Background: an optimization exercise with open tools, aiming at small area and a short achievable clock period. Do not read the settings as production practice.
At most, simulation tests tie the RTL to the original design; equivalence was not proved.
Only the layout flow was run in run 1; the RTL was not checked for function there.
The flow treats the clock pin as an ideal source. Dropping or thinning the clock tree relies on that and would not hold on a real chip.
Power figures rest on the tool's default switching activity, not on a simulated workload.

`flow/flow/miso.tcl`:
```
# Place the flip-flop that drives the MISO port's buffer next to that buffer,
# which the flow has placed at the port; detailed placement then legalizes it.
set block [ord::get_db_block]
set bt [$block findBTerm MISO]
set onet [$bt getNet]
set buf ""
foreach it [$onet getITerms] { if {[$it isOutputSignal]} { set buf [$it getInst] } }
if {$buf ne ""} {
  set ff ""
  foreach it [$buf getITerms] {
    if {[$it isInputSignal]} {
      foreach it2 [[$it getNet] getITerms] { if {[$it2 isOutputSignal]} { set ff [$it2 getInst] } }
    }
  }
  if {$ff ne ""} {
    set loc [$buf getLocation]
    set fw [[$ff getMaster] getWidth]
    set x [expr {[lindex $loc 0] - $fw}]
    if {$x < 0} { set x [expr {[lindex $loc 0] + [[$buf getMaster] getWidth]}] }
    puts "miso.tcl: moving [$ff getName] from [$ff getLocation] to $x [lindex $loc 1] (buffer [$buf getName] at $loc)"
    $ff setLocation $x [lindex $loc 1]
    $ff setPlacementStatus PLACED
  }
}
```
`flow/flow/run.sh`:
```
#!/bin/bash
# Layout flow: the standard ORFS flow (standard.sh), with these changes:
# - the flip-flop driving MISO's output buffer is moved next to that buffer
#   before detailed placement (flow/miso.tcl), so it does not drive a long wire;
# - clock tree synthesis with larger sink clusters and no dummy loads, after
#   which the tree's upper levels are replaced by four root buffers, each
#   driving the leaf buffers of a quarter of the die (flow/quad_ct.tcl);
# each tool's output goes to a log file of its own here.
set -euo pipefail
export PRE_DETAIL_PLACE_TCL="$PWD/flow/miso.tcl"
export POST_CTS_TCL="$PWD/flow/quad_ct.tcl"
export CTS_ARGS="-sink_clustering_enable -repair_clock_nets -sink_clustering_size 32 -sink_clustering_max_diameter 80 -dont_use_dummy_load"
bash standard.sh synth > log_synth.txt 2>&1
bash standard.sh floorplan > log_floorplan.txt 2>&1
bash standard.sh place > log_place.txt 2>&1
bash standard.sh cts > log_cts.txt 2>&1
bash standard.sh route > log_route.txt 2>&1
bash standard.sh finish > log_finish.txt 2>&1
```
`flow/standard.sh`:
```
#!/bin/bash
# synth_recipe.tcl (not shown) runs the flow's synth.tcl, then flattens the netlist and writes it again
# the make line also repeats each setting of config.mk as NAME=value (left out here)
make -C /OpenROAD-flow-scripts/flow DESIGN_CONFIG=/design/flow/config.mk WORK_HOME=/design/flow/orfs CLKGATE_MAP_FILE= SYNTH_SCRIPT=/design/flow/synth_recipe.tcl "${@:-finish}"
```
`flow/config.mk`:
```
export PLATFORM = sky130hd
export DESIGN_NAME = SPI_TOP
export DESIGN_NICKNAME = SPI_TOP
export VERILOG_FILES = /design/flow/design.v
export SDC_FILE = /design/flow/constraint.sdc
export NUM_CORES = 8
export LEC_CHECK = 0
export CAP_MARGIN = 30
export CORE_MARGIN = 2
export CORE_UTILIZATION = 50
export SETUP_SLACK_MARGIN = 3.8
export SLEW_MARGIN = 40
export SYNTH_HIERARCHICAL = 1
export SYNTH_MINIMUM_KEEP_SIZE = 0
```
`flow/design.v`:
```
module deserializer(
    input serial_data,
    input clk,rst,
    input deser_en,
    output reg[9:0] parallel_data,
    output reg data_valid,
    output wire issue        
);
reg [3:0] counter;
wire full = (counter == 4'd10);
assign issue = deser_en & full;
always @(posedge clk,negedge rst) begin
    if (!rst) begin
        counter<=4'b0;
        data_valid<=1'b0;
    end
    else begin
        data_valid <= issue;
        if (deser_en)
            counter <= full ? 4'd0 : counter + 1'b1;
    end
end
always @(posedge clk) begin
    if (deser_en & !full)
        parallel_data<={serial_data,parallel_data[9:1]};
end
endmodule
module SERIALIZER(
    input rst,clk,
    input [7:0] data,
    output reg ser_out,
    input data_valid,ss_n
);
reg [7:0] registers;
reg [3:0] counter;
always @(posedge clk,negedge rst)
begin
  if(!rst)
  begin
    counter<=4'b0000;
    registers<=8'b00;
    ser_out<=1'b0;
  end
  else if(data_valid)
  begin
    registers<=data;
    ser_out<=1'b0;
    counter<=4'b0000;
  end
  else if(!ss_n)
  begin
    if (counter!=4'd8) begin
      {registers,ser_out}<={1'b0,registers};
      counter<=counter+1'b1;
    end
    else begin
      counter<=4'd0;
    end
  end
  else
    counter<=4'b0000;
end
endmodule
module Single_Port_Asyn_RAM #(parameter MEM_DEPTH =256,parameter ADDR_SIZE=8)( 
    input [9:0]din,
    input clk,rst,rx_valid,
    input rx_issue,
    output [7:0] dout,
    output reg tx_valid
);
localparam NG = 24;
wire hi = din[7] & din[6];
wire k3 = din[5] & din[4];
wire [4:0] c_grp  = !hi ? din[7:3] : (!k3 ? {1'b0, din[3:0]} : {2'b10, din[2:0]});
wire [3:0] c_slot = !hi ? {1'b0, din[2:0]} : (!k3 ? {2'b10, din[5:4]} : {3'b100, din[3]});
wire cmd_wa = rx_valid & (din[9:8] == 2'b00);
wire cmd_wr = rx_valid & (din[9:8] == 2'b01);
wire iss_ra = rx_issue & (din[9:8] == 2'b10);
reg [8:0] read_address;
reg wa_set;    
always @(posedge clk,negedge rst) begin
    if (!rst) begin
        tx_valid<=1'b0;
        read_address<=9'b0;
        wa_set<=1'b0;
    end
    else begin
        tx_valid <= rx_valid & (din[9:8] == 2'b11);
        if (iss_ra)
            read_address <= {c_grp, c_slot};
        if (cmd_wa)
            wa_set <= 1'b1;
    end
end
reg [8:0] write_address;
reg [7:0] wd_p;
reg pend;
wire wa_zero = cmd_wr & !wa_set;
wire pend_n = cmd_wa ? 1'b0 : cmd_wr ? 1'b1 : pend;
always @(posedge clk) begin
    if (cmd_wa | wa_zero)
        write_address <= cmd_wa ? {c_grp, c_slot} : 9'b0;
    pend <= pend_n;
    if (cmd_wr)
        wd_p <= din[7:0];
end
reg [3:0] p11, p10;
wire [3:0] p11_n = (p11 == 4'd10) ? 4'd0 : p11 + 1'b1;
wire [3:0] p10_n = (p10 == 4'd9)  ? 4'd0 : p10 + 1'b1;
always @(posedge clk) begin
    p11 <= p11_n;
    p10 <= p10_n;
end
wire [3:0] w_slot_n = wa_zero ? 4'd0 : write_address[3:0];
wire [1:0] w_hi_n = wa_zero ? 2'd0 : write_address[8:7];
reg [2:0] wsel;
reg r_hit, fwd;
always @(posedge clk) begin
    wsel[0] <= pend_n & (w_hi_n == 2'd0) & (w_slot_n == p11_n);
    wsel[1] <= pend_n & (w_hi_n == 2'd1) & (w_slot_n == p11_n);
    wsel[2] <= pend_n & (w_hi_n == 2'd2) & (w_slot_n == p10_n);
    r_hit <= read_address[3:0] == (read_address[8] ? p10_n : p11_n);
    fwd <= pend_n & (wa_zero ? (read_address == 9'd0) : (write_address == read_address));
end
wire [2:0] w_lo = write_address[6:4];
wire [8*NG-1:0] tails;
wire [7:0] wdn = ~wd_p;
genvar g;
generate
for (g = 0; g < NG; g = g + 1) begin : grp
    localparam L = (g < 16) ? 11 : 10;
    reg [8*L-1:0] ring;
    wire we = wsel[g / 8] && (w_lo == g % 8);
    assign tails[8*g +: 8] = ring[8*L-1 -: 8];
    wire [7:0] head;
    ring_head hd [7:0] (.wdn(wdn), .wen(!we), .t(ring[8*L-1 -: 8]), .h(head));
    always @(posedge clk)
        ring <= {ring[8*L-9:0], head};
end
endgenerate
wire [4:0] r_grp = read_address[8:4];
reg [7:0] rbuf;
wire [7:0] tsel;
rmux24 rm (.d(tails), .s(r_grp), .y(tsel));
always @(posedge clk) begin
    if (r_hit)
        rbuf <= fwd ? wd_p : tsel;
end
assign dout = rbuf;
endmodule
module ring_head(input wdn, input wen, input t, output h);
assign h = ~((wdn | wen) & ~(t & wen));
endmodule
module rmux24(input [191:0] d, input [4:0] s, output [7:0] y);
wire [47:0] l1;
wire [7:0] l2a, l2b;
genvar i;
generate for (i = 0; i < 6; i = i + 1) begin : m1
    mux4x8 m (.d(d[32*i +: 32]), .s(s[1:0]), .y(l1[8*i +: 8]));
end endgenerate
mux4x8 m2 (.d(l1[31:0]), .s(s[3:2]), .y(l2a));
assign l2b = s[2] ? l1[47:40] : l1[39:32];
assign y = s[4] ? l2b : l2a;
endmodule
module mux4x8(input [31:0] d, input [1:0] s, output [7:0] y);
assign y = d[8*s +: 8];
endmodule
module SPI_Slave(
    input MOSI,
    input clk,rst,ss_n,
    input tx_valid,
    output wire MISO,
    input [7:0]tx_data,
    output wire [9:0]rx_data,
    output wire rx_valid,
    output wire rx_issue
);
reg start_q, shift_q;
always @(posedge clk,negedge rst) begin
    if (!rst) begin
        start_q <= 1'b0;
        shift_q <= 1'b0;
    end
    else begin
        start_q <= !ss_n & !start_q & !shift_q;
        shift_q <= !ss_n & (start_q | shift_q);
    end
end
deserializer  Deserializer_SPI(
    .serial_data(MOSI),
    .clk(clk),
    .rst(rst),
    .deser_en(shift_q),
    .parallel_data(rx_data),
    .data_valid(rx_valid),
    .issue(rx_issue)
);
SERIALIZER SERIALIZER_SPI(
   .rst(rst),
   .clk(clk),
   .data(tx_data),
   .ser_out(MISO),
   .data_valid(tx_valid),
   .ss_n(ss_n)
);
endmodule
module SPI_TOP(
    input clk,
	input rst,
	input ss_n,
	input MOSI, 
	output MISO
);
	wire [9:0] SLAVE_RAM;
	wire [7:0] RAM_SLAVE;
	wire tx_valid, rx_valid, rx_issue;
	SPI_Slave SPI_SLAVE 
	(
		.MOSI(MOSI),
		.MISO(MISO),
		.ss_n(ss_n),
		.clk(clk),
		.rst(rst),
		.rx_data(SLAVE_RAM),
		.rx_valid(rx_valid),
		.rx_issue(rx_issue),
		.tx_data(RAM_SLAVE),
		.tx_valid(tx_valid)
	);
	Single_Port_Asyn_RAM RAM
	(
		.clk(clk),
		.rst(rst),
		.din(SLAVE_RAM),
		.rx_valid(rx_valid),
		.rx_issue(rx_issue),
		.dout(RAM_SLAVE),
		.tx_valid(tx_valid)
	);
endmodule
```
`flow/flow/quad_ct.tcl`:
```
# Rebuild the top of the clock tree: the clock port drives NQ root buffers
# (clkbuf_16), each placed at the centroid of, and driving, the leaf clock
# buffers of its part of the die. The tree synthesis's upper levels are removed.
proc quad_ct {nq} {
  set block [ord::get_db_block]
  set bt [$block findBTerm clk]
  set pnet [$bt getNet]
  # the upper-level buffers: clock buffers whose loads are all clock buffers
  set upper {}
  set leaves {}
  foreach inst [$block getInsts] {
    set m [[$inst getMaster] getName]
    if {![string match "sky130_fd_sc_hd__clkbuf_*" $m]} continue
    set out ""
    foreach it [$inst getITerms] { if {[$it isOutputSignal]} { set out $it } }
    set onet [$out getNet]
    set allbuf 1; set n 0
    foreach it [$onet getITerms] {
      if {$it eq $out} continue
      incr n
      if {![string match "sky130_fd_sc_hd__clkbuf_*" [[[$it getInst] getMaster] getName]]} { set allbuf 0 }
    }
    if {$allbuf && $n > 0} { lappend upper $inst } else { lappend leaves $inst }
  }
  # centroid of leaves
  set sx 0; set sy 0
  foreach l $leaves { set loc [$l getLocation]; set sx [expr {$sx + [lindex $loc 0]}]; set sy [expr {$sy + [lindex $loc 1]}] }
  set cx [expr {$sx / [llength $leaves]}]; set cy [expr {$sy / [llength $leaves]}]
  # partition leaves into nq parts by angle around the centroid
  set parts {}
  for {set k 0} {$k < $nq} {incr k} { lappend parts {} }
  foreach l $leaves {
    set loc [$l getLocation]
    set a [expr {atan2([lindex $loc 1] - $cy, [lindex $loc 0] - $cx)}]
    set k [expr {int(floor(($a + 3.14159265358979) / (2*3.14159265358979) * $nq)) % $nq}]
    lset parts $k [concat [lindex $parts $k] [list $l]]
  }
  # remove the upper levels
  foreach u $upper {
    foreach it [$u getITerms] {
      set n [$it getNet]
      if {[$it isOutputSignal] && $n ne "NULL"} { $it disconnect; odb::dbNet_destroy $n } elseif {$n ne "NULL"} { $it disconnect }
    }
    odb::dbInst_destroy $u
  }
  set master [[ord::get_db] findMaster sky130_fd_sc_hd__clkbuf_16]
  for {set k 0} {$k < $nq} {incr k} {
    set ls [lindex $parts $k]
    if {[llength $ls] == 0} continue
    set sx 0; set sy 0
    foreach l $ls { set loc [$l getLocation]; set sx [expr {$sx + [lindex $loc 0]}]; set sy [expr {$sy + [lindex $loc 1]}] }
    set qx [expr {$sx / [llength $ls]}]; set qy [expr {$sy / [llength $ls]}]
    set q [odb::dbInst_create $block $master "clkroot_$k"]
    $q setLocation $qx $qy
    $q setPlacementStatus PLACED
    set qnet [odb::dbNet_create $block "clkroot_net_$k"]
    $qnet setSigType CLOCK
    foreach it [$q getITerms] {
      if {[$it isInputSignal]} { $it connect $pnet }
      if {[$it isOutputSignal]} { $it connect $qnet }
    }
    foreach l $ls {
      foreach it [$l getITerms] { if {[$it isInputSignal]} { $it disconnect; $it connect $qnet } }
    }
    puts "quad_ct: root $k at $qx $qy drives [llength $ls] leaves"
  }
  puts "quad_ct: removed [llength $upper] upper buffers, [llength $leaves] leaves"
}
quad_ct 4
detailed_placement
check_placement -verbose
```
`flow/constraint.sdc`:
```
create_clock -name core_clock -period 6.0 [get_ports {clk}]
set_input_delay 1.2000 -clock core_clock [delete_from_list [all_inputs] [get_ports {clk}]]
set_output_delay 1.2000 -clock core_clock [all_outputs]
set_load 0.01 [all_outputs]
```
==> impl_results.md, run 1 <==
* Status: finished clean
* DRT antenna net count at 0
* Worst Clk Skew at 39.9 ps
* Max Cap Violations at 0
* Slew headroom at 0.469
* Final setup viols at 0
* Core ar. at 0.0950 mm²
* Worst vdd ir at 0.000240 V
* Worst setup path class: flip-flop to flip-flop
* Starting Density at 0.504
* Clock period minus worst slack at 2540 ps
* Dominant synthesized flop cell: dfxtp_1
* Tcrit/Tclk final at 0.423
* Setup WS post-layout at 3460 ps
* CTS sink cnt at 2,128
* Vias at 18,800
* Ranking of synthesized cells by area: dfxtp_1 86%, mux4_2 2.6%, edfxtp_1 2.2%, o21ai_1 2.2%, nand2_1 1.8%
* Grt ovf at 0
* Max FO, Critical Path at 7
* Largest net degree at the start of global routing at 34
* Drt wl/cell at 17.3 µm
* Worst Reg2Reg Path Length in Cells at 7
* GR Layer Usage met1 at 0.240
* Worst path slowest cell: dfrtp_4
* GPL Wtd Cong at 0.839
* Crit-path cells: buf_12 -> buf_12 -> mux4_2 -> mux4_2 -> nor2_2 -> a21oi_1 -> mux2_2
* Layout Nets at 2,948
* Worst Hold Class: flip-flop to flip-flop
* Yosys top cell area share at 0.862
* Mapped Cells at 2,865
* Register bit total from synthesis at 2,128
* Design Area, Final at 0.0516 mm²
* Post-synth EDFFs at 35
* Initial antenna violation count at 2
* Critical path launch point type: flip-flop
* Worst r2r src: RAM.read_address[4]$_DFFE_PN0P_
* Synth area leader: dfxtp_1
* HPWL after DPL at 45,800 µm
* Max Clk Rate at 394 MHz
* Die Ht at 314 µm
* Hold Crit Depth at 0
* Total wire length after detailed routing at 72,700 µm
* Slew @ Worst Pin at 795 ps
* P_leak at 19.7 nW
* CP peak stage delay at 530 ps
* IO Pins at 5
* Power per cell area at 401 mW/mm²
* Post-route setup TNS at 0 ps
* Sequential-to-total area share from yosys stat at 0.900
* Synth Area per Inst at 16.7 µm²
* First-pass GRT wire length at 110,000 µm
* Arrival time at the worst endpoint at 2830 ps
* DRC viols at 0
* DR pass1 iterations at 6
* Layout cell share with drive strength beyond 1 at 0.0731
* Syn Nets at 2,871
* N_diodes at 0
* Async SR Flop Fraction at 0.0146
* Worst Hold Launch: RAM.grp[11].ring[38]$_DFF_P_
* M2 GR Usage at 0.202
* Number of global-route vias before repair at 18,100
* Post-DR vias/cell at 4.48
* Clock-pin slew on the worst setup and hold paths at 120 ps
* Post-Syn Area at 0.0479 mm²
* Rows at 113
* GRT Util Overall at 0.148
* Area delta synth->final at 7.62%
* Die area at 0.0983 mm²
* Hold EP: RAM.grp[11].ring[46]$_DFF_P_
* Warnings from Yosys at 10
* Crit. End Element: flip-flop
* Met3 usage in global routing at 0.0237
* Worst R2R End: RAM.rbuf[2]$_DFFE_PP_
* Setup slack, reg-to-reg at 3460 ps
* Distinct cells, synth at 58
* Count of input and output buffers at 4
* Unrepaired setup endpoints after global routing: true
* CP Data Required Time at 6290 ps
* Placement Setup Slack at 2730 ps
* Final hold violation count at 0
* Clk Latency, worst-skew pair at 520 ps
* CP bufs+invs at 2
* 1st-iter DRT viols at 1,364
* Die X at 314 µm
* CP delay by family, top: multiplexers
* Max Slew Vio Count at 0
* Placed standard-cell area at 0.0495 mm²
* Layer with the highest usage: met1
sequential cells by signal, summed over array words and instances (netlist names), 3 cells and up:
name,count
RAM.grp.ring,2048
RAM.p10,4
RAM.p11,4
RAM.rbuf,8
RAM.read_address,9
RAM.wd_p,8
RAM.write_address,9
RAM.wsel,3
SPI_SLAVE.Deserializer_SPI.counter,4
SPI_SLAVE.Deserializer_SPI.parallel_data,10
SPI_SLAVE.SERIALIZER_SPI.counter,4
SPI_SLAVE.SERIALIZER_SPI.registers,8
per-module statistics from Yosys, one instance, submodules excluded, a selection:
module	copies in the design	flip-flops and latches
SERIALIZER	1	13
ring_head	192	0
Single_Port_Asyn_RAM	1	2098
rmux24	1	0
mux4x8	7	0
SPI_Slave	1	2
deserializer	1	15
cell usage after synthesis (3+ instances only):
cell	n
dfxtp_1	2062
nand2_1	233
o21ai_1	206
mux4_2	56
edfxtp_1	35
dfrtp_1	31
nor2_1	24
inv_1	21
o21ai_0	20
nand3_1	17
xnor2_1	14
a21oi_1	13
mux2i_1	13
buf_6	12
nor2b_1	9
mux2_2	8
xor2_1	8
a32oi_1	7
clkbuf_1	7
clkbuf_2	7
nand2b_1	6
nor3_1	6
a21oi_2	3
and3b_1	3
nand4_1	3
nor4_1	3
o211ai_1	3
cells in the final DEF, fill, tap and decap left out, types with 14 or more instances in the layout:
cell,instances
buf_4,19
clkbuf_16,73
dfrtp_1,28
dfxtp_1,2062
edfxtp_1,35
inv_1,19
mux4_2,56
nand2_1,222
nor2_1,21
o21ai_0,20
o21ai_1,206
xnor2_1,14
through the flow:
| step | utilization | power [W] | hold slack [ps] | instances |
|---|---|---|---|---|
| after floorplan | - | 0.0150 | 310 | 2865 |
| after global placement | 0.520 | 0.0150 | 310 | 4117 |
| after detailed placement | 0.521 | 0.0151 | 312 | 4117 |
| after global routing | 0.543 | 0.0214 | 309 | 4205 |
| final | 0.543 | 0.0207 | 303 | 4205 |
cells by family (layout without fill, tap and decap cells):
group | count (synthesis) | after routing | share of synthesized area
compound gates | 266 | 266 | 0.0300
buf+inv | 51 | 126 | 0.00621
fa+ha+maj | 2 | 2 | 0.000522
mux | 77 | 77 | 0.0309
simple gates | 318 | 318 | 0.0283
flops | 2128 | 2128 | 0.900
xor+xnor | 23 | 23 | 0.00436
how the worst max path moves through the flow:
| stage | depth (start not counted) | endpoint | start |
|---|---|---|---|
| final | 7 | RAM.rbuf[2]$_DFFE_PP_ | RAM.read_address[4]$_DFFE_PN0P_ |
| after global routing | 7 | RAM.rbuf[4]$_DFFE_PP_ | RAM.read_address[4]$_DFFE_PN0P_ |
| after detailed placement | 6 | RAM.rbuf[1]$_DFFE_PP_ | RAM.read_address[4]$_DFFE_PN0P_ |
| after global placement | 6 | RAM.rbuf[7]$_DFFE_PP_ | RAM.read_address[4]$_DFFE_PN0P_ |
| after floorplan | 6 | RAM.rbuf[4]$_DFFE_PP_ | RAM.read_address[4]$_DFFE_PN0P_ |
per-layer routing:
metal,up-vias,wire length (µm)
met4,0,2230
met1,9102,39100
met5,-,0
li1,9347,-
met2,280,28500
met3,110,2860
area by class of cell, clock buffers not listed:
class / count / area [µm²]
fill: 7477 / 43400
sequential: 2128 / 43100
multi-input combinational: 686 / 4620
tap: 1265 / 1580
timing repair buffer: 31 / 364
buffer: 4 / 100
inverter: 23 / 86.3
power by group:
part | switching, W | internal (W) | total [W]
sequential | 0.000105 | 0.0142 | 0.0144
combinational | 0.000249 | 0.000246 | 0.000495
clock | 0.00366 | 0.00215 | 0.00581
total | 0.00402 | 0.0166 | 0.0207
==> inputs of run 2 (changes only) <==
--- a/flow/design.v
+++ b/flow/design.v
@@ -140,30 +140,14 @@
 endgenerate
 wire [4:0] r_grp = read_address[8:4];
 reg [7:0] rbuf;
-wire [7:0] tsel;
-rmux24 rm (.d(tails), .s(r_grp), .y(tsel));
 always @(posedge clk) begin
     if (r_hit)
-        rbuf <= fwd ? wd_p : tsel;
+        rbuf <= fwd ? wd_p : tails[8*r_grp +: 8];
 end
 assign dout = rbuf;
 endmodule
 module ring_head(input wdn, input wen, input t, output h);
 assign h = ~((wdn | wen) & ~(t & wen));
-endmodule
-module rmux24(input [191:0] d, input [4:0] s, output [7:0] y);
-wire [47:0] l1;
-wire [7:0] l2a, l2b;
-genvar i;
-generate for (i = 0; i < 6; i = i + 1) begin : m1
-    mux4x8 m (.d(d[32*i +: 32]), .s(s[1:0]), .y(l1[8*i +: 8]));
-end endgenerate
-mux4x8 m2 (.d(l1[31:0]), .s(s[3:2]), .y(l2a));
-assign l2b = s[2] ? l1[47:40] : l1[39:32];
-assign y = s[4] ? l2b : l2a;
-endmodule
-module mux4x8(input [31:0] d, input [1:0] s, output [7:0] y);
-assign y = d[8*s +: 8];
 endmodule
 module SPI_Slave(
     input MOSI,
--- a/flow/config.mk
+++ b/flow/config.mk
@@ -7,7 +7,7 @@
 export LEC_CHECK = 0
 export CAP_MARGIN = 30
 export CORE_MARGIN = 2
-export CORE_UTILIZATION = 50
+export CORE_UTILIZATION = 65
 export SETUP_SLACK_MARGIN = 3.8
 export SLEW_MARGIN = 40
 export SYNTH_HIERARCHICAL = 1
==> run 2 against run 1 <==
Effect of this change:
- still clean on timing, DRC and antenna
- core utilization increased by 16 points
- routed wire length shrank 1.7%
- combinational power is 33% higher
- die area down 22%
- sequential cell count unchanged
- synthesized cell count increased by 3.0%
- global-route usage grew 3.9 points
- register-to-register slack improved by 140 ps
- critical path depth shrank 4
- cell count down 5.5%
- sequential power hardly changed
- clock power is 0.9% lower
- critical path type unchanged
- largest power group unchanged
==> impl_results.md, run 2 <==
* Status: finished clean
* Distinct cells, synth at 63 (+8.6%)
* P_leak at 19.7 nW (+0.33%)
* Max Clk Rate at 416 MHz (+5.8%)
* Placed standard-cell area at 0.0492 mm² (-0.42%)
* Ranking of synthesized cells by area: dfxtp_1 86%, edfxtp_1 2.2%, o21ai_1 2.2%, nand2_1 1.9%, dfrtp_1 1.6%
* Arrival time at the worst endpoint at 2790 ps (-40 ps)
* Max Slew Vio Count at 0 (unchanged)
* Placement Setup Slack at 2990 ps (+262 ps)
* CP Data Required Time at 6380 ps (+90 ps)
* Warnings from Yosys at 10 (unchanged)
* Count of input and output buffers at 4 (unchanged)
* Total wire length after detailed routing at 71,400 µm (-1.7%)
* Worst Hold Class: flip-flop to flip-flop
* Cell with the most instances after synthesis: dfxtp_1
* Power per cell area at 404 mW/mm² (+0.76%)
* Drt wl/cell at 18.0 µm (+4.1%)
* CTS sink cnt at 2,128 (unchanged)
* CP delay by family, top: simple AND/OR/NAND/NOR gates
* Die X at 276 µm (-12%)
* Post-synth EDFFs at 35 (unchanged)
* Slew headroom at 0.379 (-0.0895)
* DRC viols at 0 (unchanged)
* Clock period minus worst slack at 2400 ps (-138 ps)
* Clk Latency, worst-skew pair at 520 ps (about the same)
* Area delta synth->final at 6.62%
* Largest regs: RAM.grp.ring: 2048 flops, SPI_SLAVE.Deserializer_SPI.parallel_data: 10 flops
* Max reg flops at 2,048 (unchanged)
* Register bit total from synthesis at 2,128 (unchanged)
* Commonest non-fill, non-tap cell in the layout: dfxtp_1
* Async SR Flop Fraction at 0.0146 (unchanged)
* Top reg by flops: RAM.grp.ring
* Initial antenna violation count at 1 (-1)
* GPL Wtd Cong at 0.840 (+0.13%)
* Starting Density at 0.658 (+0.153)
* Vias at 19,400 (+2.9%)
* Rows at 99 (-12%)
* Unrepaired setup endpoints after global routing: true
* Max Cap Violations at 0 (unchanged)
* Syn Nets at 2,957 (+3.0%)
* Commonest cells after routing, fill and taps aside: 2,062 x dfxtp_1, 230 x nand2_1, 207 x o21ai_1
* Grt ovf at 0 (unchanged)
* CP peak stage delay at 750 ps (+220 ps)
* Final setup viols at 0 (unchanged)
* First-pass GRT wire length at 109,000 µm (-1.3%)
* Tcrit/Tclk final at 0.400 (-0.0230)
* Synth Area per Inst at 16.3 µm² (-2.4%)
* Setup WS post-layout at 3600 ps (+138 ps)
* Slew @ Worst Pin at 928 ps (+133 ps)
* CP bufs+invs at 0 (-2)
* Critical path launch point type: flip-flop
* Layout Nets at 3,022 (+2.5%)
* DR pass1 iterations at 7 (+1)
* N_diodes at 0 (unchanged)
* Number of global-route vias before repair at 18,700 (+3.2%)
* Max FO, Critical Path at 16 (+9)
* Synth area leader: dfxtp_1
* Post-route setup TNS at 0 ps (unchanged)
* Worst vdd ir at 0.000279 V (+17%)
* HPWL after DPL at 45,000 µm (-1.8%)
* Worst Clk Skew at 40.7 ps (+0.795 ps)
* Yosys top cell area share at 0.857 (-0.00428)
* IO Pins at 5 (unchanged)
* Worst path slowest cell: edfxtp_1
* Layout cell share with drive strength beyond 1 at 0.0518 (-0.0214)
* Mapped Cells at 2,951 (+3.0%)
* Die area at 0.0763 mm² (-22%)
* Largest net degree at the start of global routing at 36 (+5.9%)
* Core ar. at 0.0732 mm² (-23%)
* Design Area, Final at 0.0513 mm² (-0.44%)
* 1st-iter DRT viols at 1,313 (-3.7%)
* Post-synth top cells: 2,062 x dfxtp_1, 238 x nand2_1, 207 x o21ai_1
* Post-DR vias/cell at 4.88 (+8.9%)
* Die Ht at 276 µm (-12%)
* Post-Syn Area at 0.0482 mm² (+0.50%)
* Crit-path cells: nor2b_1 -> nand2_1 -> o21ai_1
* Dominant synthesized flop cell: dfxtp_1
* DRT antenna net count at 0 (unchanged)
* Worst setup path class: flip-flop to flip-flop
* Crit. End Element: flip-flop
* GRT Util Overall at 0.188 (+0.0393)
* Final hold violation count at 0 (unchanged)
* Sequential-to-total area share from yosys stat at 0.895 (-0.00446)
* Clock-pin slew on the worst setup and hold paths at 120 ps (about the same)
run 2: cell types whose count changed in the layout (fill, tap and decap cells not counted), sizes merged, moves of 3 or more:
| cell | previous run | this run |
|---|---|---|
| nand4 | 3 | 9 |
| a31oi | 0 | 16 |
| a32oi | 7 | 12 |
| inv | 22 | 19 |
| a22oi | 1 | 14 |
| nand2 | 234 | 239 |
| nor2b | 10 | 24 |
| a211oi | 0 | 11 |
| xnor2 | 15 | 12 |
| nand3b | 3 | 6 |
| mux2i | 13 | 37 |
| mux4 | 56 | 28 |
| buf | 27 | 23 |
run 2: metal layers:
layer | vias up | track usage | part of all wire
li1 | 9660 | - | -
met1 | 9279 | 0.289 | 0.51
met2 | 314 | 0.276 | 0.42
met3 | 127 | 0.0278 | 0.037
met4 | 0 | 0.0601 | 0.030
met5 | - | 0 | 0
run 2: worst paths after layout:
check / startpoint / to / slack [ps] / depth (start not counted)
worst max-delay path: RAM.write_address[6]$_SDFFCE_PN0P_ / RAM.grp[18].ring[2]$_DFF_P_ / 3600 / 3
worst min-delay path: RAM.grp[12].ring[18]$_DFF_P_ / RAM.grp[12].ring[26]$_DFF_P_ / 290 / 0
worst max register to register: RAM.write_address[6]$_SDFFCE_PN0P_ / RAM.grp[18].ring[2]$_DFF_P_ / 3600 / 3
worst min register to register: RAM.grp[12].ring[18]$_DFF_P_ / RAM.grp[12].ring[26]$_DFF_P_ / 290 / 0
max in group asynchronous: rst / RAM.read_address[4]$_DFFE_PN0P_ / 4510 / 2
min in group asynchronous: rst / RAM.read_address[0]$_DFFE_PN0P_ / 1110 / 2
run 2: kinds of logic after synthesis:
kind of cell | after synthesis | share of synthesized area
XOR/XNOR | 20 | 0.00364
flip-flops | 2128 | 0.895
adder cells (fa/ha/maj) | 2 | 0.000520
buffers and inverters | 55 | 0.00634
multiplexers | 72 | 0.0236
AO/OA/AOI/OAI | 318 | 0.0377
AND/OR/NAND/NOR | 356 | 0.0331
run 2: area by class of cell, clock buffers not listed:
class	instances	area (µm²)
fill	4841	21900
multi-input combinational	768	4840
sequential	2128	43100
timing repair buffer	27	332
inverter	20	77.6
tap	959	1200
buffer	4	100
run 2: Yosys stat by module, one instance, submodules excluded, excerpt:
module,flops+latches,area [µm²]
SPI_Slave,2,65.1
SERIALIZER,13,622
Single_Port_Asyn_RAM,2098,45200
ring_head,0,8.76
deserializer,15,543
run 2: report_power, final:
part	internal, W	switching (W)	total, W
sequential	0.0142	0.0000820	0.0143
clock	0.00213	0.00363	0.00576
combinational	0.000283	0.000377	0.000659
total	0.0166	0.00409	0.0207
run 2: per-stage QoR:
step	hold slack (ps)	total power (W)	util	instances
2_1_floorplan	310	0.0150	-	2951
3_3_place_gp	310	0.0151	0.673	3889
3_5_place_dp	312	0.0152	0.673	3889
5_1_grt	286	0.0214	0.701	3973
6_report	294	0.0207	0.701	3973
==> inputs of run 3 (changes only) <==
--- a/flow/config.mk
+++ b/flow/config.mk
@@ -7,7 +7,7 @@
 export LEC_CHECK = 0
 export CAP_MARGIN = 30
 export CORE_MARGIN = 2
-export CORE_UTILIZATION = 65
+export CORE_UTILIZATION = 40
 export SETUP_SLACK_MARGIN = 3.8
 export SLEW_MARGIN = 40
 export SYNTH_HIERARCHICAL = 1
==> run 3 against run 2 <==
Effect of this change:
- still clean on timing, DRC and antenna
- first-iteration DRC count decreased by 0.91%
- combinational power decreased by 7.3%
- core utilization decreased by 27 points
- highest routed layer unchanged
- synthesized cell count unchanged
- clock skew increased by 19 ps
- global-route usage decreased by 7.6 points
==> impl_results.md, run 3 <==
* Worst vdd ir at 0.000287 V (+2.7%)
* Max reg flops at 2,048 (unchanged)
* Warnings from Yosys at 10 (unchanged)
* Slew headroom at 0.395 (+0.0160)
* Count of input and output buffers at 4 (unchanged)
* 1st-iter DRT viols at 1,301 (-0.91%)
* HPWL after DPL at 43,800 µm (-2.5%)
* DR pass1 iterations at 5 (-2)
* Post-synth top cells: 2,062 x dfxtp_1, 238 x nand2_1, 207 x o21ai_1
* Grt ovf at 0 (unchanged)
* Largest regs: RAM.grp.ring: 2048 flops, SPI_SLAVE.Deserializer_SPI.parallel_data: 10 flops
* Synth area leader: dfxtp_1
* N_diodes at 0 (unchanged)
* Crit. End Element: flip-flop
* Max Clk Rate at 429 MHz (+3.0%)
* Distinct cells, synth at 63 (unchanged)
* Worst R2R End: RAM.grp[10].ring[4]$_DFF_P_
* Post-Syn Area at 0.0482 mm² (unchanged)
* Core ar. at 0.120 mm² (+63%)
* Worst Reg2Reg Path Length in Cells at 3 (unchanged)
* GPL Wtd Cong at 0.788 (-6.2%)
* Final hold violation count at 0 (unchanged)
* Slew @ Worst Pin at 904 ps (-24.0 ps)
* Rows at 127 (+28%)
* Largest net degree at the start of global routing at 35 (-2.8%)
* Commonest non-fill, non-tap cell in the layout: dfxtp_1
* Final setup viols at 0 (unchanged)
* Setup crit start: RAM.write_address[6]$_SDFFCE_PN0P_
* Post-DR vias/cell at 4.12 (-16%)
* Layout Nets at 3,021 (-0.033%)
* Die area at 0.123 mm² (+61%)
* IO Pins at 5 (unchanged)
* Power per cell area at 399 mW/mm² (-1.1%)
* Number of global-route vias before repair at 17,600 (-5.8%)
* Total wire length after detailed routing at 70,000 µm (-2.1%)
* Yosys top cell area share at 0.857 (unchanged)
* CP Data Required Time at 6360 ps (-20 ps)
* First-pass GRT wire length at 105,000 µm (-3.9%)
* Post-route setup TNS at 0 ps (unchanged)
* P_leak at 19.8 nW (about the same)
* Vias at 19,000 (-1.7%)
* Drt wl/cell at 15.1 µm (-16%)
* Max Slew Vio Count at 0 (unchanged)
* GRT Util Overall at 0.112 (-0.0759)
* Async SR Flop Fraction at 0.0146 (unchanged)
* Hold WS at 276 ps (-18.5 ps)
* Max FO, Critical Path at 16 (unchanged)
* Worst setup path class: flip-flop to flip-flop
* Die Ht at 351 µm (+27%)
* Clock-pin slew on the worst setup and hold paths at 110 ps (about the same)
* Initial antenna violation count at 0 (-1)
* Layout cell share with drive strength beyond 1 at 0.0514 (-0.000315)
* DRC viols at 0 (unchanged)
* Syn Nets at 2,957 (unchanged)
* Ranking of synthesized cells by area: dfxtp_1 86%, edfxtp_1 2.2%, o21ai_1 2.2%, nand2_1 1.9%, dfrtp_1 1.6%
* Fillers at 10,500 (+120%)
* Setup slack, reg-to-reg at 3670 ps (+70 ps)
* Max Cap Violations at 0 (unchanged)
* Worst Hold Class: flip-flop to flip-flop
* CTS sink cnt at 2,128 (unchanged)
* Arrival time at the worst endpoint at 2690 ps (-100 ps)
* Setup crit end: RAM.grp[10].ring[4]$_DFF_P_
* Finished Core Util at 0.436 (-0.266)
* DRT antenna net count at 0 (unchanged)
* Worst Clk Skew at 59.9 ps (+19.1 ps)
* Post-synth EDFFs at 35 (unchanged)
* Cell with the most instances after synthesis: dfxtp_1
* Register bit total from synthesis at 2,128 (unchanged)
* Starting Density at 0.402 (-0.255)
* Synth Area per Inst at 16.3 µm² (unchanged)
* Worst r2r src: RAM.write_address[6]$_SDFFCE_PN0P_
* Commonest cells after routing, fill and taps aside: 2,062 x dfxtp_1, 232 x nand2_1, 207 x o21ai_1
* Die X at 351 µm (+27%)
* Area delta synth->final at 8.29%
* Top reg by flops: RAM.grp.ring
* Status: finished clean
* Sequential-to-total area share from yosys stat at 0.895 (unchanged)
* Mapped Cells at 2,951 (unchanged)
* Critical path launch point type: flip-flop
* Tcrit/Tclk final at 0.389 (-0.0115)
* Clock period minus worst slack at 2330 ps (-69.3 ps)
* Dominant synthesized flop cell: dfxtp_1
* Unrepaired setup endpoints after global routing: true
* Clk Latency, worst-skew pair at 500 ps (-20 ps)
## run 3: cell count changes in the layout (fill, tap and decap cells not counted), sizes merged
cell	change
buf	-2
clkbuf	+2
inv	+1
clkinv	-1
clkdlybuf4s50	-1
## run 3: critical path: stages (launching register included)
cell and delay, ps:
edfxtp_1 730, nor2b_1 510, nand2_1 510, o21ai_1 430
## run 3: cell type report, clock buffers not listed
cell class,instances,area [µm²],share of cell area
well taps,1612,2020,0.0387
flip-flops and latches,2128,43100,0.827
multi-input cells,768,4820,0.0924
plain buffers,4,100,0.00192
repair buffers,23,263,0.00504
inverters,20,80.1,0.00154
## run 3: cell families (layout without fill, tap and decap cells)
logic type | Yosys count | after routing | share of synthesized area
flops | 2128 | 2128 | 0.895
fa+ha+maj | 2 | 2 | 0.000520
xor+xnor | 20 | 20 | 0.00364
simple gates | 356 | 356 | 0.0331
mux | 72 | 72 | 0.0236
buf+inv | 55 | 117 | 0.00634
compound gates | 318 | 318 | 0.0377
## run 3: layer usage
layer  vias to the layer above  part of all wire  GRT usage
met5                         -                 0          0
met3                        98             0.035     0.0160
met4                         0             0.024     0.0328
met2                       239              0.40      0.162
met1                      9040              0.54      0.172
li1                       9667                 -          -
## run 3: modules after synthesis, one instance, submodules excluded, excerpt
module	flops+latches	cells	times used	cell area (µm²)
Single_Port_Asyn_RAM	2098	2471	1	45200
ring_head	0	2	192	8.76
SPI_Slave	2	4	1	65.1
deserializer	15	33	1	543
SERIALIZER	13	59	1	622
## run 3: power breakdown
part	internal [W]	switching, W
sequential	0.0142	0.0000930
combinational	0.000265	0.000346
clock	0.00221	0.00368
total	0.0167	0.00412
## run 3: worst min-delay path by stage
| stage | start | endpoint | cells after the start |
|---|---|---|---|
| floorplan | RAM.grp[0].ring[2]$_DFF_P_ | RAM.grp[0].ring[10]$_DFF_P_ | 0 |
| global placement | RAM.grp[9].ring[20]$_DFF_P_ | RAM.grp[9].ring[28]$_DFF_P_ | 0 |
| detailed placement | RAM.grp[14].ring[30]$_DFF_P_ | RAM.grp[14].ring[38]$_DFF_P_ | 0 |
| global route | RAM.grp[15].ring[13]$_DFF_P_ | RAM.grp[15].ring[21]$_DFF_P_ | 0 |
| finish | RAM.grp[14].ring[14]$_DFF_P_ | RAM.grp[14].ring[22]$_DFF_P_ | 0 |
## run 3: through the flow
stage / instance area, µm² / setup slack [ps] / instances / power, W
global placement: 50000 / 3460 / 4536 / 0.0151
global route: 52100 / 3560 / 4625 / 0.0216
floorplan: 48200 / 4210 / 2951 / 0.0150
detailed placement: 50100 / 3400 / 4538 / 0.0152
finish: 52100 / 3670 / 4625 / 0.0208
==> inputs of run 4 (changes only) <==
--- a/flow/config.mk
+++ b/flow/config.mk
@@ -7,7 +7,7 @@
 export LEC_CHECK = 0
 export CAP_MARGIN = 30
 export CORE_MARGIN = 2
-export CORE_UTILIZATION = 40
+export CORE_UTILIZATION = 50
 export SETUP_SLACK_MARGIN = 3.8
 export SLEW_MARGIN = 40
 export SYNTH_HIERARCHICAL = 1
==> run 4 against run 3 <==
Effect of this change:
- hold slack improved by 19 ps
- still clean on timing, DRC and antenna
- critical path depth fell by 2
- critical path type is now flip-flop to primary output
- global-route usage rose by 3.4 points
- cell count fell by 7.5%
- sequential power barely moved
- register-to-register slack improved by 200 ps
- combinational power rose by 9.2%
- area after synthesis did not move
- largest power group unchanged
- sequential cell count did not move
- setup slack improved by 84 ps
==> impl_results.md, run 4 <==
* Worst setup path class: flip-flop to primary output
* Mapped Cells at 2,951 (unchanged)
* Clock power frac at 0.278 (-0.005)
* Worst path slowest cell: dfrtp_1
* Total wire length after detailed routing at 72,000 µm (+2.9%)
* Clock period minus worst slack at 2250 ps (-84.4 ps)
* Arrival time at the worst endpoint at 1050 ps (-1640 ps)
* Crit. End Element: primary output
* Fin cells at 4,276 (-7.5%)
* Commonest cells after routing, fill and taps aside: 2,062 x dfxtp_1, 232 x nand2_1, 207 x o21ai_1
* DRC viols at 0 (unchanged)
* Dominant synthesized flop cell: dfxtp_1
* N_diodes at 0 (unchanged)
* Max Slew Vio Count at 0 (unchanged)
* Critical path launch point type: flip-flop
* DR pass1 iterations at 5 (unchanged)
* Final hold violation count at 0 (unchanged)
* 1st-iter DRT viols at 1,150 (-12%)
* CP peak stage delay at 400 ps (-330 ps)
* Count of input and output buffers at 4 (unchanged)
* Cell with the most instances after synthesis: dfxtp_1
* Post-DR vias/cell at 4.51 (+9.6%)
* Register area at 0.0431 mm² (about the same)
* Top sig layer: met4
* Yosys top cell area share at 0.857 (unchanged)
* Unrepaired setup endpoints after global routing: true
* Crit-path cells: buf_6
* First-pass GRT wire length at 111,000 µm (+5.9%)
* Core ar. at 0.0952 mm² (-20%)
* Status: finished clean
* Power share of the sequential group at 0.689 (about the same)
* Met2 WL at 30,200 µm (+7.3%)
* Drt wl/cell at 16.8 µm (+11%)
* Final setup viols at 0 (unchanged)
* Post-synth top cells: 2,062 x dfxtp_1, 238 x nand2_1, 207 x o21ai_1
* Clk Latency, worst-skew pair at 530 ps (+30 ps)
* Slew headroom at 0.445 (+0.0501)
* Starting Density at 0.506 (+0.104)
* Sequential-to-total area share from yosys stat at 0.895 (unchanged)
* CP bufs+invs at 1 (+1)
* CP delay by family, top: flip-flops
* Post-route setup TNS at 0 ps (unchanged)
* Grt ovf at 0 (unchanged)
* Worst vdd ir at 0.000277 V (-3.6%)
* Layout cell share with drive strength beyond 1 at 0.0545 (+0.00302)
* Gate power share at 0.032 (+0.003)
* DRT antenna net count at 0 (unchanged)
* Syn Nets at 2,957 (unchanged)
* DR WL met3 at 2740 µm (+12%)
* Initial antenna violation count at 0 (unchanged)
* Register bit total from synthesis at 2,128 (unchanged)
* Largest regs: RAM.grp.ring: 2048 flops, SPI_SLAVE.Deserializer_SPI.parallel_data: 10 flops
* Rows at 113 (-11%)
* Async SR Flop Fraction at 0.0146 (unchanged)
* Multi-input gate area at 0.00488 mm² (+1.2%)
* Number of global-route vias before repair at 18,900 (+7.6%)
* Worst Clk Skew at 64.1 ps (+4.28 ps)
* Max FO, Critical Path at 2 (-14)
* Power per cell area at 401 mW/mm² (+0.49%)
* Distinct cells, synth at 63 (unchanged)
* Placed cells at 4,192 (-7.6%)
* Synth Area per Inst at 16.3 µm² (unchanged)
* Slew @ Worst Pin at 831 ps (-72.9 ps)
* GPL Wtd Cong at 0.822 (+4.4%)
* Die X at 314 µm (-10%)
* Power Internal at 0.0166 W (-0.44%)
* Post-synth EDFFs at 35 (unchanged)
* GRT Util Overall at 0.146 (+0.0342)
* CTS sink cnt at 2,128 (unchanged)
* Setup slack, reg-to-reg at 3870 ps (+200 ps)
* IO Pins at 5 (unchanged)
* Top reg by flops: RAM.grp.ring
* Warnings from Yosys at 10 (unchanged)
* Tcrit/Tclk final at 0.375 (-0.0141)
* Synth area leader: dfxtp_1
* HPWL after DPL at 43,400 µm (-0.96%)
* Max Cap Violations at 0 (unchanged)
* Switch share at 0.199 (+0.00123)
* Fillers at 7,585 (-28%)
* Largest net degree at the start of global routing at 34 (-2.9%)
* Max reg flops at 2,048 (unchanged)
* Clock-pin slew on the worst setup and hold paths at 110 ps (about the same)
* P_leak at 19.7 nW (about the same)
* Vias at 19,300 (+1.3%)
* Die area at 0.0988 mm² (-20%)
* Post-Syn Area at 0.0482 mm² (unchanged)
* Max Clk Rate at 445 MHz (+3.8%)
* P_sw at 0.00414 W (+0.34%)
* Met1 WL at 36,800 µm (-2.4%)
* Layout Nets at 3,019 (-0.066%)
* Commonest non-fill, non-tap cell in the layout: dfxtp_1
* Area delta synth->final at 7.45%
* CP Data Required Time at 4800 ps (-1560 ps)
* Ranking of synthesized cells by area: dfxtp_1 86%, edfxtp_1 2.2%, o21ai_1 2.2%, nand2_1 1.9%, dfrtp_1 1.6%
* Worst Hold Class: flip-flop to flip-flop
* Die Ht at 314 µm (-10%)
==> run 4: cell counts after synthesis <==
No cell type changed its count.
==> run 4: Yosys stat by module, one instance, submodules excluded, a selection <==
| module | cells | copies in the design | area [µm²] | flops+latches |
|---|---|---|---|---|
| Single_Port_Asyn_RAM | 2471 | 1 | 45200 | 2098 |
| SERIALIZER | 59 | 1 | 622 | 13 |
| deserializer | 33 | 1 | 543 | 15 |
| SPI_Slave | 4 | 1 | 65.1 | 2 |
| ring_head | 2 | 192 | 8.76 | 0 |
==> run 4: final cells by class, clock buffers not listed <==
class                   instances  area share
plain buffers                   4     0.00193
inverters                      20     0.00169
multi-input cells             768      0.0942
flip-flops and latches       2128       0.833
well taps                    1265      0.0306
repair buffers                 24     0.00590
==> run 4: stage by stage <==
| stage | area (µm²) | hold slack (ps) | utilization | total power [W] | worst slack [ps] |
|---|---|---|---|---|---|
| 2_1_floorplan | 48200 | 310 | - | 0.0150 | 4210 |
| 3_3_place_gp | 49600 | 310 | 0.521 | 0.0152 | 2980 |
| 3_5_place_dp | 49600 | 312 | 0.521 | 0.0152 | 2950 |
| 5_1_grt | 51700 | 303 | 0.544 | 0.0215 | 3690 |
| 6_report | 51700 | 294 | 0.544 | 0.0208 | 3750 |
==> run 4: power groups by stage <==
stage	clock, W	combinational (W)	sequential (W)
after floorplan	0	0.000436	0.0146
after global placement	0	0.000503	0.0147
after detailed placement	0	0.000527	0.0147
after global routing	0.00647	0.000711	0.0143
final	0.00578	0.000667	0.0143
==> run 4: logic make-up after synthesis <==
kind of cell	synth area share
flops	0.895
compound gates	0.0377
simple gates	0.0331
xor+xnor	0.00364
mux	0.0236
fa+ha+maj	0.000520
buf+inv	0.00634
==> run 4: worst paths after layout <==
| kind | from | cells past startpoint | to |
|---|---|---|---|
| worst max register to register | RAM.read_address[6]$_DFFE_PN0P_ | 6 | RAM.rbuf[4]$_DFFE_PP_ |
| max in group asynchronous | rst | 2 | SPI_SLAVE.SERIALIZER_SPI.counter[3]$_DFF_PN0_ |
| worst min register to register | RAM.grp[10].ring[66]$_DFF_P_ | 0 | RAM.grp[10].ring[74]$_DFF_P_ |
| worst min-delay path | RAM.grp[10].ring[66]$_DFF_P_ | 0 | RAM.grp[10].ring[74]$_DFF_P_ |
| min in group asynchronous | rst | 2 | RAM.read_address[6]$_DFFE_PN0P_ |
| worst max-delay path | SPI_SLAVE.SERIALIZER_SPI.ser_out$_DFFE_PN0P_ | 1 | MISO |
==> run 4: layer usage <==
metal,GRT usage,up-vias
li1,-,9655
met1,0.218,9256
met2,0.219,266
met3,0.0240,123
met4,0.0449,0
met5,0,-
==> inputs of run 5 (changes only) <==
--- a/flow/design.v
+++ b/flow/design.v
@@ -113,16 +113,18 @@
 end
 wire [3:0] w_slot_n = wa_zero ? 4'd0 : write_address[3:0];
 wire [1:0] w_hi_n = wa_zero ? 2'd0 : write_address[8:7];
+wire [2:0] w_lo_n = wa_zero ? 3'd0 : write_address[6:4];
 reg [2:0] wsel;
+reg [7:0] wlo;
 reg r_hit, fwd;
 always @(posedge clk) begin
     wsel[0] <= pend_n & (w_hi_n == 2'd0) & (w_slot_n == p11_n);
     wsel[1] <= pend_n & (w_hi_n == 2'd1) & (w_slot_n == p11_n);
     wsel[2] <= pend_n & (w_hi_n == 2'd2) & (w_slot_n == p10_n);
+    wlo <= 8'd1 << w_lo_n;
     r_hit <= read_address[3:0] == (read_address[8] ? p10_n : p11_n);
     fwd <= pend_n & (wa_zero ? (read_address == 9'd0) : (write_address == read_address));
 end
-wire [2:0] w_lo = write_address[6:4];
 wire [8*NG-1:0] tails;
 wire [7:0] wdn = ~wd_p;
 genvar g;
@@ -130,7 +132,7 @@
 for (g = 0; g < NG; g = g + 1) begin : grp
     localparam L = (g < 16) ? 11 : 10;
     reg [8*L-1:0] ring;
-    wire we = wsel[g / 8] && (w_lo == g % 8);
+    wire we = wsel[g / 8] && wlo[g % 8];
     assign tails[8*g +: 8] = ring[8*L-1 -: 8];
     wire [7:0] head;
     ring_head hd [7:0] (.wdn(wdn), .wen(!we), .t(ring[8*L-1 -: 8]), .h(head));
==> run 5 against run 4 <==
Effect of this change:
- power is 0.52% higher
- still clean on timing, DRC and antenna
- register-to-register slack about the same
- global-route usage up 1.4 points
- synthesized cell count is 2.0% higher
- cell count rose by 1.1%
- sequential cell count is 8 higher
- critical path type unchanged
- first-iteration DRC count up 42%
- die area grew 0.10%
- clock power grew 2%
- combinational power down 11%
- highest routed layer unchanged
- sequential power hardly changed
==> impl_results.md, run 5 <==
* Status: finished clean
* GRT Util Overall at 0.160 (+0.0142)
* Clock-pin slew on the worst setup and hold paths at 110 ps (about the same)
* DRC viols at 0 (unchanged)
* Clock period minus worst slack at 2220 ps (-28.7 ps)
* CP delay by family, top: flip-flops
* Max Clk Rate at 451 MHz (+1.3%)
* Largest net degree at the start of global routing at 45 (+32%)
* Initial antenna violation count at 0 (unchanged)
* Placed standard-cell area at 0.0497 mm² (+0.17%)
* Mapped Cells at 3,011 (+2.0%)
* Post-DR vias/cell at 4.59 (+1.6%)
* Worst Hold Class: flip-flop to flip-flop
* Dominant synthesized flop cell: dfxtp_1
* Layer with the highest usage: met1
* Arrival time at the worst endpoint at 1020 ps (-30 ps)
* Ranking of synthesized cells by area: dfxtp_1 86%, edfxtp_1 2.2%, o21ai_1 2.1%, nand2_1 2.0%, mux2i_1 2.0%
* Max FO, Critical Path at 2 (unchanged)
* CP peak stage delay at 380 ps (-20 ps)
* Clk Latency, worst-skew pair at 510 ps (-20 ps)
* Met3 usage in global routing at 0.0265 (+0.00250)
* Post-Syn Area at 0.0482 mm² (+0.10%)
* Core ar. at 0.0953 mm² (+0.15%)
* Fillers at 7,621 (+0.47%)
* Vias at 19,800 (+2.8%)
* CP Data Required Time at 4800 ps (about the same)
* DRT antenna net count at 0 (unchanged)
* Top reg by flops: RAM.grp.ring
* Area delta synth->final at 7.07%
* Commonest cells after routing, fill and taps aside: 2,070 x dfxtp_1, 255 x nand2_1, 204 x o21ai_1
* Crit. End Element: primary output
* Finished Core Util at 0.542 (-0.00218)
* Final setup viols at 0 (unchanged)
* CP bufs+invs at 1 (unchanged)
* Async SR Flop Fraction at 0.0145 (-0.0000546)
* Die area at 0.0989 mm² (+0.10%)
* Worst setup path class: flip-flop to primary output
* Layout cell share with drive strength beyond 1 at 0.0373 (-0.0172)
* Final hold violation count at 0 (unchanged)
* Post-synth EDFFs at 35 (unchanged)
* Power per cell area at 404 mW/mm² (+0.77%)
* Rows at 113 (unchanged)
* Commonest non-fill, non-tap cell in the layout: dfxtp_1
* Critical path launch point type: flip-flop
* IO Pins at 5 (unchanged)
* Crit-path cells: buf_2
* Max reg flops at 2,048 (unchanged)
* Yosys top cell area share at 0.860 (+0.00243)
* Sequential-to-total area share from yosys stat at 0.898 (+0.00239)
* N_diodes at 0 (unchanged)
* Max Cap Violations at 0 (unchanged)
* Number of global-route vias before repair at 18,900 (-0.22%)
* Tcrit/Tclk final at 0.370 (-0.00479)
* Placement Setup Slack at 3400 ps (+452 ps)
* Count of input and output buffers at 4 (unchanged)
* P_leak at 19.6 nW (-0.75%)
* Die X at 314 µm (about the same)
* Die Ht at 314 µm (about the same)
* Layout Nets at 3,067 (+1.6%)
* Warnings from Yosys at 10 (unchanged)
* Synth area leader: dfxtp_1
* Slew headroom at 0.421 (-0.0239)
* Worst Clk Skew at 59.7 ps (-4.48 ps)
* Total wire length after detailed routing at 79,300 µm (+10%)
* DR pass1 iterations at 6 (+1)
* Post-route setup TNS at 0 ps (unchanged)
* Cell with the most instances after synthesis: dfxtp_1
* Setup WS post-layout at 3780 ps (+28.7 ps)
* Unrepaired setup endpoints after global routing: true
* M2 GR Usage at 0.239 (+0.0198)
* Post-synth top cells: 2,070 x dfxtp_1, 255 x nand2_1, 204 x o21ai_1
* Worst vdd ir at 0.000264 V (-4.5%)
* Design Area, Final at 0.0516 mm² (-0.25%)
* GR Layer Usage met1 at 0.239 (+0.0216)
* Grt ovf at 0 (unchanged)
* HPWL after DPL at 51,900 µm (+20%)
* Slew @ Worst Pin at 867 ps (+35.8 ps)
* Starting Density at 0.506 (about the same)
* Worst path slowest cell: dfrtp_1
* Register bit total from synthesis at 2,136 (+0.38%)
* GPL Wtd Cong at 0.916 (+11%)
* CTS sink cnt at 2,136 (+0.38%)
* Largest regs: RAM.grp.ring: 2048 flops, SPI_SLAVE.Deserializer_SPI.parallel_data: 10 flops
* First-pass GRT wire length at 118,000 µm (+6.7%)
* Drt wl/cell at 18.4 µm (+9.0%)
* Syn Nets at 3,017 (+2.0%)
* Max Slew Vio Count at 0 (unchanged)
* 1st-iter DRT viols at 1,634 (+42%)
* Synth Area per Inst at 16.0 µm² (-1.9%)
* Distinct cells, synth at 63 (unchanged)
run 5: cell type report, clock buffers not listed:
class | instances | area, µm² | share of cell area
Multi-Input combinational cell | 814 | 4690 | 0.0908
Timing Repair Buffer | 15 | 150 | 0.00291
Inverter | 21 | 95.1 | 0.00184
Buffer | 4 | 100 | 0.00194
Sequential cell | 2136 | 43300 | 0.838
Tap cell | 1265 | 1580 | 0.0307
run 5: stage by stage:
step	power [W]	hold WS (ps)	std cells
2_1_floorplan	0.0151	310	3011
3_3_place_gp	0.0152	309	4246
5_1_grt	0.0216	251	4324
6_report	0.0209	256	4324
3_5_place_dp	0.0153	312	4246
run 5: per-layer routing:
layer	part of all wire	up-vias	wire length [µm]
met5	0	-	0
met4	0.032	0	2540
met3	0.039	120	3120
met2	0.42	323	33500
met1	0.51	9575	40200
li1	-	9813	-
run 5: final timing paths:
| path | startpoint | to | slack [ps] | cells past startpoint |
|---|---|---|---|---|
| max | SPI_SLAVE.SERIALIZER_SPI.ser_out$_DFFE_PN0P_ | MISO | 3780 | 1 |
| min | RAM.grp[10].ring[35]$_DFF_P_ | RAM.grp[10].ring[43]$_DFF_P_ | 260 | 0 |
| max reg2reg | RAM.read_address[5]$_DFFE_PN0P_ | RAM.rbuf[5]$_DFFE_PP_ | 3870 | 6 |
| min reg2reg | RAM.grp[10].ring[35]$_DFF_P_ | RAM.grp[10].ring[43]$_DFF_P_ | 260 | 0 |
| max in group asynchronous | rst | RAM.read_address[1]$_DFFE_PN0P_ | 4540 | 2 |
| min in group asynchronous | rst | SPI_SLAVE.Deserializer_SPI.counter[1]$_DFFE_PN0P_ | 1100 | 2 |
run 5: report_power, final:
group	total [W]	switching [W]	internal (W)	leakage, nW
Sequential	0.0144	0.000110	0.0143	17.4
Combinational	0.000596	0.000341	0.000255	1.31
Clock	0.00587	0.00369	0.00218	0.900
Total	0.0209	0.00414	0.0167	19.6
run 5: modules after synthesis, one instance, submodules excluded, a selection:
module / cells inside / area [µm²]
deserializer: 33 / 543
ring_head: 2 / 8.76
Single_Port_Asyn_RAM: 2531 / 45300
SERIALIZER: 59 / 622
SPI_Slave: 4 / 65.1
run 5: cells by family after synthesis:
kind of cell,synth area share
AOI/OAI and AO/OA,0.0398
and+or+nand+nor,0.0329
muxes,0.0195
DFF,0.898
xor gates and xnor gates,0.00397
adders and majority gates,0.000519
buffers and inverters,0.00568
==> inputs of run 6 (changes only) <==
--- a/flow/flow/run.sh
+++ b/flow/flow/run.sh
@@ -2,6 +2,7 @@
 # Layout flow: the standard ORFS flow (standard.sh), with these changes:
 # - the flip-flop driving MISO's output buffer is moved next to that buffer
 #   before detailed placement (flow/miso.tcl), so it does not drive a long wire;
+# - ports get a buf_4 (resized later as needed) rather than the default pick;
 # - clock tree synthesis with larger sink clusters and no dummy loads, after
 #   which the tree's upper levels are replaced by four root buffers, each
 #   driving the leaf buffers of a quarter of the die (flow/quad_ct.tcl);
@@ -9,6 +10,7 @@
 set -euo pipefail
 export PRE_DETAIL_PLACE_TCL="$PWD/flow/miso.tcl"
 export POST_CTS_TCL="$PWD/flow/quad_ct.tcl"
+export BUFFER_PORTS_ARGS="-buffer_cell sky130_fd_sc_hd__buf_4"
 export CTS_ARGS="-sink_clustering_enable -repair_clock_nets -sink_clustering_size 32 -sink_clustering_max_diameter 80 -dont_use_dummy_load"
 bash standard.sh synth > log_synth.txt 2>&1
 bash standard.sh floorplan > log_floorplan.txt 2>&1
==> run 6 against run 5 <==
Effect of this change:
- still clean
- combinational power rose by 1%
- sequential share of layout area rose by 0.059 points
- routed wire length fell by 3.4%
- fmax down 2.9%
- register-to-register slack about the same
- die area unchanged
- critical path depth stayed put
- synthesized cell count stayed put
- largest power group unchanged
- highest routed layer is now met5
==> impl_results.md, run 6 <==
* DRT antenna net count at 0 (unchanged)
* Drt wl/cell at 17.7 µm (-3.4%)
* Worst path slowest cell: dfrtp_2
* CP bufs+invs at 1 (unchanged)
* Power per cell area at 405 mW/mm² (+0.26%)
* DR pass1 iterations at 5 (-1)
* Syn Nets at 3,017 (unchanged)
* Async SR Flop Fraction at 0.0145 (unchanged)
* Clock period minus worst slack at 2280 ps (+65.3 ps)
* Slew @ Worst Pin at 836 ps (-30.4 ps)
* Clk Latency, worst-skew pair at 550 ps (+40 ps)
* Initial antenna violation count at 2 (+2)
* Total wire length after detailed routing at 76,600 µm (-3.4%)
* Distinct cells, synth at 63 (unchanged)
* Placed standard-cell area at 0.0497 mm² (about the same)
* Layout cell share with drive strength beyond 1 at 0.0380 (+0.000703)
* Unrepaired setup endpoints after global routing: true
* Max Cap Violations at 0 (unchanged)
* HPWL after DPL at 48,600 µm (-6.4%)
* Area delta synth->final at 7.00% (about the same)
* Max reg flops at 2,048 (unchanged)
* Multi-input gate area at 0.00468 mm² (-0.16%)
* Commonest cells after routing, fill and taps aside: 2,070 x dfxtp_1, 255 x nand2_1, 204 x o21ai_1
* Design Area, Final at 0.0516 mm² (about the same)
* Slew headroom at 0.442 (+0.0203)
* Commonest non-fill, non-tap cell in the layout: dfxtp_1
* Arrival time at the worst endpoint at 1080 ps (+60 ps)
* Ranking of synthesized cells by area: dfxtp_1 86%, edfxtp_1 2.2%, o21ai_1 2.1%, nand2_1 2.0%, mux2i_1 2.0%
* Worst Clk Skew at 79.8 ps (+20.1 ps)
* Post-synth EDFFs at 35 (unchanged)
* Crit-path cells: buf_6
* Final setup viols at 0 (unchanged)
* Layout Nets at 3,063 (-0.13%)
* Die X at 314 µm (unchanged)
* Max FO, Critical Path at 2 (unchanged)
* Sequential-to-total area share from yosys stat at 0.898 (unchanged)
* Mapped Cells at 3,011 (unchanged)
* Register bit total from synthesis at 2,136 (unchanged)
* Worst Hold Class: flip-flop to flip-flop
* Dominant synthesized flop cell: dfxtp_1
* CP Data Required Time at 4800 ps (about the same)
* Grt ovf at 0 (unchanged)
* Post-Syn Area at 0.0482 mm² (unchanged)
* Post-DR vias/cell at 4.57 (-0.44%)
* Starting Density at 0.506 (unchanged)
* CP delay by family, top: flip-flops
* Post-route setup TNS at 0 ps (unchanged)
* Warnings from Yosys at 10 (unchanged)
* GPL Wtd Cong at 0.844 (-7.8%)
* Yosys top cell area share at 0.860 (unchanged)
* Die Ht at 314 µm (unchanged)
* CTS sink cnt at 2,136 (unchanged)
* Largest net degree at the start of global routing at 50 (+11%)
* Worst setup path class: flip-flop to primary output
* 1st-iter DRT viols at 1,420 (-13%)
* P_leak at 19.6 nW (about the same)
* Register area at 0.0433 mm² (about the same)
* Vias at 19,700 (-0.53%)
* Count of input and output buffers at 4 (unchanged)
* Cell with the most instances after synthesis: dfxtp_1
* Status: finished clean
* Critical path launch point type: flip-flop
* Crit. End Element: primary output
* DRC viols at 0 (unchanged)
* CP peak stage delay at 430 ps (+50 ps)
* Clock-pin slew on the worst setup and hold paths at 120 ps (about the same)
* First-pass GRT wire length at 116,000 µm (-1.9%)
* Rows at 113 (unchanged)
* Top reg by flops: RAM.grp.ring
* Synth Area per Inst at 16.0 µm² (unchanged)
* Worst vdd ir at 0.000303 V (+15%)
* Fillers at 7,704 (+1.1%)
* Final hold violation count at 0 (unchanged)
* Synth area leader: dfxtp_1
* Number of global-route vias before repair at 19,100 (+1.3%)
* IO Pins at 5 (unchanged)
* N_diodes at 0 (unchanged)
* Core ar. at 0.0953 mm² (unchanged)
* Post-synth top cells: 2,070 x dfxtp_1, 255 x nand2_1, 204 x o21ai_1
* Largest regs: RAM.grp.ring: 2048 flops, SPI_SLAVE.Deserializer_SPI.parallel_data: 10 flops
* Die area at 0.0989 mm² (unchanged)
* Tcrit/Tclk final at 0.381 (+0.0109)
* GRT Util Overall at 0.155 (-0.00527)
* Max Clk Rate at 438 MHz (-2.9%)
* Max Slew Vio Count at 0 (unchanged)
## run 6: cells by family (layout without fill, tap and decap cells)
| logic type | Yosys count | after routing | synth area share |
|---|---|---|---|
| buffers and inverters | 61 | 105 | 0.00568 |
| and+or+nand+nor | 364 | 364 | 0.0329 |
| AOI/OAI and AO/OA | 333 | 333 | 0.0398 |
| muxes | 94 | 94 | 0.0195 |
| xor gates and xnor gates | 21 | 21 | 0.00397 |
| adders and majority gates | 2 | 2 | 0.000519 |
| DFF | 2136 | 2136 | 0.898 |
## run 6: worst register-to-register path: stages (launching register included)
cell and delay, ps:
dfrtp_2 400, buf_4 540, mux2i_1 250, a22oi_1 260
nand4_1 290, a32oi_1 300
## run 6: path summary, 6_finish.rpt
path,start,endpoint,slack (ps),depth (start not counted)
min in group asynchronous,rst,SPI_SLAVE.SERIALIZER_SPI.ser_out$_DFFE_PN0P_,620,1
min,RAM.grp[21].ring[67]$_DFF_P_,RAM.grp[21].ring[75]$_DFF_P_,290,0
max reg2reg,RAM.read_address[4]$_DFFE_PN0P_,RAM.rbuf[7]$_DFFE_PP_,3860,5
max,SPI_SLAVE.SERIALIZER_SPI.ser_out$_DFFE_PN0P_,MISO,3720,1
min reg2reg,RAM.grp[21].ring[67]$_DFF_P_,RAM.grp[21].ring[75]$_DFF_P_,290,0
max in group asynchronous,rst,RAM.read_address[5]$_DFFE_PN0P_,4920,1
## run 6: layer usage
metal | track usage | vias up | wire, µm | share of wire
met1 | 0.237 | 9552 | 39600 | 0.52
li1 | - | 9782 | - | -
met3 | 0.0227 | 115 | 2940 | 0.038
met5 | 0 | - | 13 | 0.00017
met4 | 0.0468 | 2 | 2130 | 0.028
met2 | 0.227 | 275 | 31900 | 0.42
## run 6: per-module statistics from Yosys, one instance, submodules excluded, excerpt
module                cell area, µm²  copies in the design
deserializer                     543                     1
Single_Port_Asyn_RAM           45300                     1
SERIALIZER                       622                     1
ring_head                       8.76                   192
SPI_Slave                       65.1                     1
## run 6: area by class of cell, clock buffers not listed
cell class              instances  share of cell area
multi-input cells             814              0.0907
inverters                      21             0.00189
repair buffers                 11             0.00230
well taps                    1265              0.0307
flip-flops and latches       2136               0.839
plain buffers                   4             0.00194
## run 6: where the power goes
part           switching (W)  internal [W]
Sequential          0.000112        0.0143
Combinational       0.000353      0.000251
Clock                0.00372       0.00218
Total                0.00418        0.0167
## run 6: metrics by stage
stage / util / power, W / hold WS (ps) / std cells / setup WS, ps
3_3_place_gp: 0.521 / 0.0153 / 309 / 4242 / 3330
5_1_grt: 0.541 / 0.0216 / 300 / 4320 / 3660
3_5_place_dp: 0.521 / 0.0153 / 312 / 4243 / 3640
6_report: 0.541 / 0.0209 / 294 / 4320 / 3720
2_1_floorplan: - / 0.0151 / 310 / 3011 / 4280

## what the ideal ports hide
How much do the figures lean on ideal ports? The routed layouts below were timed once more, with nothing changed but the port constraints. Step 1 assumes that a clkbuf_16 drives the clock port and a buf_2 every other input. Step 2 also shifts input and output timing later by t, the mid clock arrival at the registers, as if the neighbouring blocks saw the same clock. Slacks: ideal ports / drivers / drivers and shift; pairs: ideal ports / drivers.
run	t, ns	setup WS [ns]	hold slack, ns	latest minus earliest clock arrival (ns)	cell pins on the clock port's net
run 1	0.631	3.461 / 3.461 / 3.377	0.303 / 0.303 / 0.303	0.042 / 0.043	4
run 2	0.629	3.599 / 3.599 / 3.259	0.294 / 0.294 / 0.294	0.044 / 0.043	4
run 3	0.613	3.668 / 3.613 / 3.375	0.276 / 0.276 / 0.276	0.082 / 0.083	4
run 4	0.633	3.752 / 3.611 / 3.339	0.294 / 0.294 / 0.294	0.068 / 0.068	4
run 5	0.620	3.781 / 3.643 / 3.404	0.256 / 0.256 / 0.256	0.066 / 0.066	4
run 6	0.641	3.716 / 3.577 / 3.856	0.294 / 0.294 / 0.294	0.089 / 0.089	4
After both steps every run listed still meets setup and hold. For run 4, which loses most, drivers alone change the setup slack by -0.141 ns; drivers and shift together by -0.413 ns.
